Background: an optimization exercise with open tools, aiming at small area and a short achievable clock period. Do not read the settings as production practice.
RTL that was checked went through simulation tests only; none was proved equivalent to the original.
No activity file was given, so power comes from the tool's default toggle rates.

Setup of the baseline:
## pipelined_fpadder
module pipelined_fpadder (a,b,sub,rm,s,clk,clrn,e);  
	input clk, clrn;  
	input [31:0] a, b;  
	input [1:0] rm;  
	input sub;  
	input e;  
	output [31:0] s;  
	wire a_is_nan, a_is_inf, a_sign, a_op_sub, a_small_sticky;
	wire [7:0] a_exp;
	wire [22:0] a_large_frac;
	wire [25:0] a_small_win;
	fadd_align alignment (a,b,sub,a_is_nan,a_is_inf,a_sign,a_exp,a_op_sub,
	a_large_frac,a_small_win,a_small_sticky);
	wire c_is_nan, c_is_inf, c_sign, c_op_sub, c_small_sticky;
	wire [7:0] c_exp;
	wire c_valid;
	wire [1:0] c_rm;
	wire [22:0] c_large_frac;
	wire [25:0] c_small_win;
	reg_align_cal reg_ac (rm,a_is_nan,a_is_inf,a_sign,a_exp,a_op_sub,
	a_large_frac,a_small_win,a_small_sticky,clk,clrn,e,
	c_rm,c_is_nan,c_is_inf,c_sign,c_exp,c_op_sub,c_large_frac,c_small_win,
	c_small_sticky,c_valid);
	wire [23:0] c_frac;
	wire [1:0] c_grs;
	wire [7:0] c_exp0;
	fadd_cal calculation (c_op_sub,c_exp,c_large_frac,c_small_win,
	c_small_sticky,c_valid,c_frac,c_grs,c_exp0);
	wire [23:0] n_frac;
	wire [1:0] n_grs;
	wire [7:0] n_exp;
	wire [1:0] n_rm;
	wire n_is_nan, n_is_inf, n_sign;
	reg_cal_norm reg_cn (c_rm,c_is_nan,c_is_inf,c_sign,c_exp0,c_frac,c_grs,c_valid,
  ...
Size: ~2300 cells after synthesis, roughly 100 flip-flops, about 13000 um2 of cells after synthesis.
clock: 10.0 ns
lec_check: 0
abc_area: 1
cap_margin: 20
core_margin: 2
core_utilization: 40
gpl_timing_driven: 1
slew_margin: 20
synth_hierarchical: 1
standard.sh (not shown) runs the stock make flow with config.mk's settings and CLKGATE_MAP_FILE= SYNTH_SCRIPT=/design/flow/synth_recipe.tcl, a recipe that flattens the netlist after the stock synthesis.
==> flow/flow/run.sh <==
#!/bin/bash
# The standard layout (standard.sh, its own synthesis script and
# registers), with two changes to how the layout is made:
# - plain buffers on the ports in place of the delay cells buffer_ports picks
#   by default (every port still gets its buffer);
# - no full/half adder cells in synthesis (ADDER_MAP_FILE empty), so abc maps
#   the arithmetic as plain logic and can restructure it;
# - timing repair aims at 5 ns of setup slack.
set -euo pipefail
export BUFFER_PORTS_ARGS="-buffer_cell sky130_fd_sc_hd__buf_2"
bash standard.sh ADDER_MAP_FILE= SETUP_SLACK_MARGIN=5 finish > standard_make.log 2>&1
The baseline went all the way through the flow, and no timing, DRC or antenna check failed.
Inputs modified between the baseline and the candidate:
- GPL_TIMING_DRIVEN no longer set, was 1
Results
Diff the baseline..the candidate | largest fanout of any net on the critical path | unchanged. Comparing the candidate against the baseline, there is no change at all in share of the core filled with cells. Comparing the baseline against the candidate, there is no change at all in area taken by flip-flops and latches. Diff the baseline..the candidate | CTS buffer count | unchanged. Total power consumption of the routed design came out exactly the same in the baseline and the candidate. Re total number of sequential cells: no difference whatsoever between the baseline and the candidate. Required time of the critical path across the baseline and the candidate: no real change. As far as number of tap cells added at floorplan goes, the candidate and the baseline are indistinguishable; the numbers are identical.
Function was not checked in any run of this note: the RTL went through the layout flow alone.


Another version of the RTL of pipelined_fpadder (not shown whole).
Size in the first run: ~2400 cells after synthesis, about 100 flip-flops, about 100 I/O pins, ~0.014 mm^2 of cells after synthesis.
clock: 10.0 ns
lec_check: 0
abc_area: 1
cap_margin: 20
core_margin: 2
core_utilization: 40
setup_slack_margin: 4.5
slew_margin: 20
synth_hierarchical: 1
==> flow/flow/run.sh <==
#!/bin/bash
# The standard layout, with plain buffers on the ports in place of the
# delay cells buffer_ports picks by default. Every port still gets a buffer.
set -euo pipefail
export BUFFER_PORTS_ARGS="-buffer_cell sky130_fd_sc_hd__buf_2"
bash standard.sh finish > standard_make.log 2>&1
Edit:
==> flow/run.sh (new file) <==
#!/bin/bash
# synth_recipe.tcl (not shown) runs the flow's synth.tcl, then flattens the netlist and writes it again
# the make line also repeats each setting of config.mk as NAME=value (left out here)
make -C /OpenROAD-flow-scripts/flow DESIGN_CONFIG=/design/flow/config.mk WORK_HOME=/design/flow/orfs CLKGATE_MAP_FILE= SYNTH_SCRIPT=/design/flow/synth_recipe.tcl finish
removed: flow/flow/run.sh
removed: flow/standard.sh
Effect: The new run finished clean; setup slack gets worse by 0.027 ns; area after synthesis is unchanged; clock skew is about the same; core utilization goes up by 2.2 points; combinational power went up by about 5%; sequential power is about the same.

static timing again, ports no longer ideal:
The results above use ideal ports. As a check the final layouts listed here were re-extracted and re-timed, cells and wires unchanged.
Step 1 (the two cells are an assumption about what drives the block):
set clk [get_ports {clk}]
set_driving_cell -lib_cell sky130_fd_sc_hd__clkbuf_16 $clk
set_driving_cell -lib_cell sky130_fd_sc_hd__buf_2 [delete_from_list [all_inputs] $clk]
Step 2, shift: input delay + t, output delay - t, t = (earliest + latest rising clock arrival at the registers) / 2. This alone moves slack from input paths to output paths.
Slacks: no drivers / after step 1 / after step 2; pairs: no drivers / after step 1.
| run | t, ns | setup slack, ns | latest minus earliest clock arrival (ns) |
|---|---|---|---|
| the baseline | 0.402 | 5.262 / 5.286 / 4.884 | 0.014 / 0.014 |
| the candidate | 0.402 | 5.262 / 5.286 / 4.884 | 0.014 / 0.014 |
| the first run of note 2 | 0.418 | 4.719 / 4.753 / 4.334 | 0.019 / 0.019 |
| the second run of note 2 | 0.411 | 4.692 / 4.719 / 4.308 | 0.012 / 0.012 |
After both steps setup and hold are still met in every run listed. The setup slack of the first run of note 2, which loses most, moves by +0.034 ns with the drivers and by -0.385 ns with both steps.
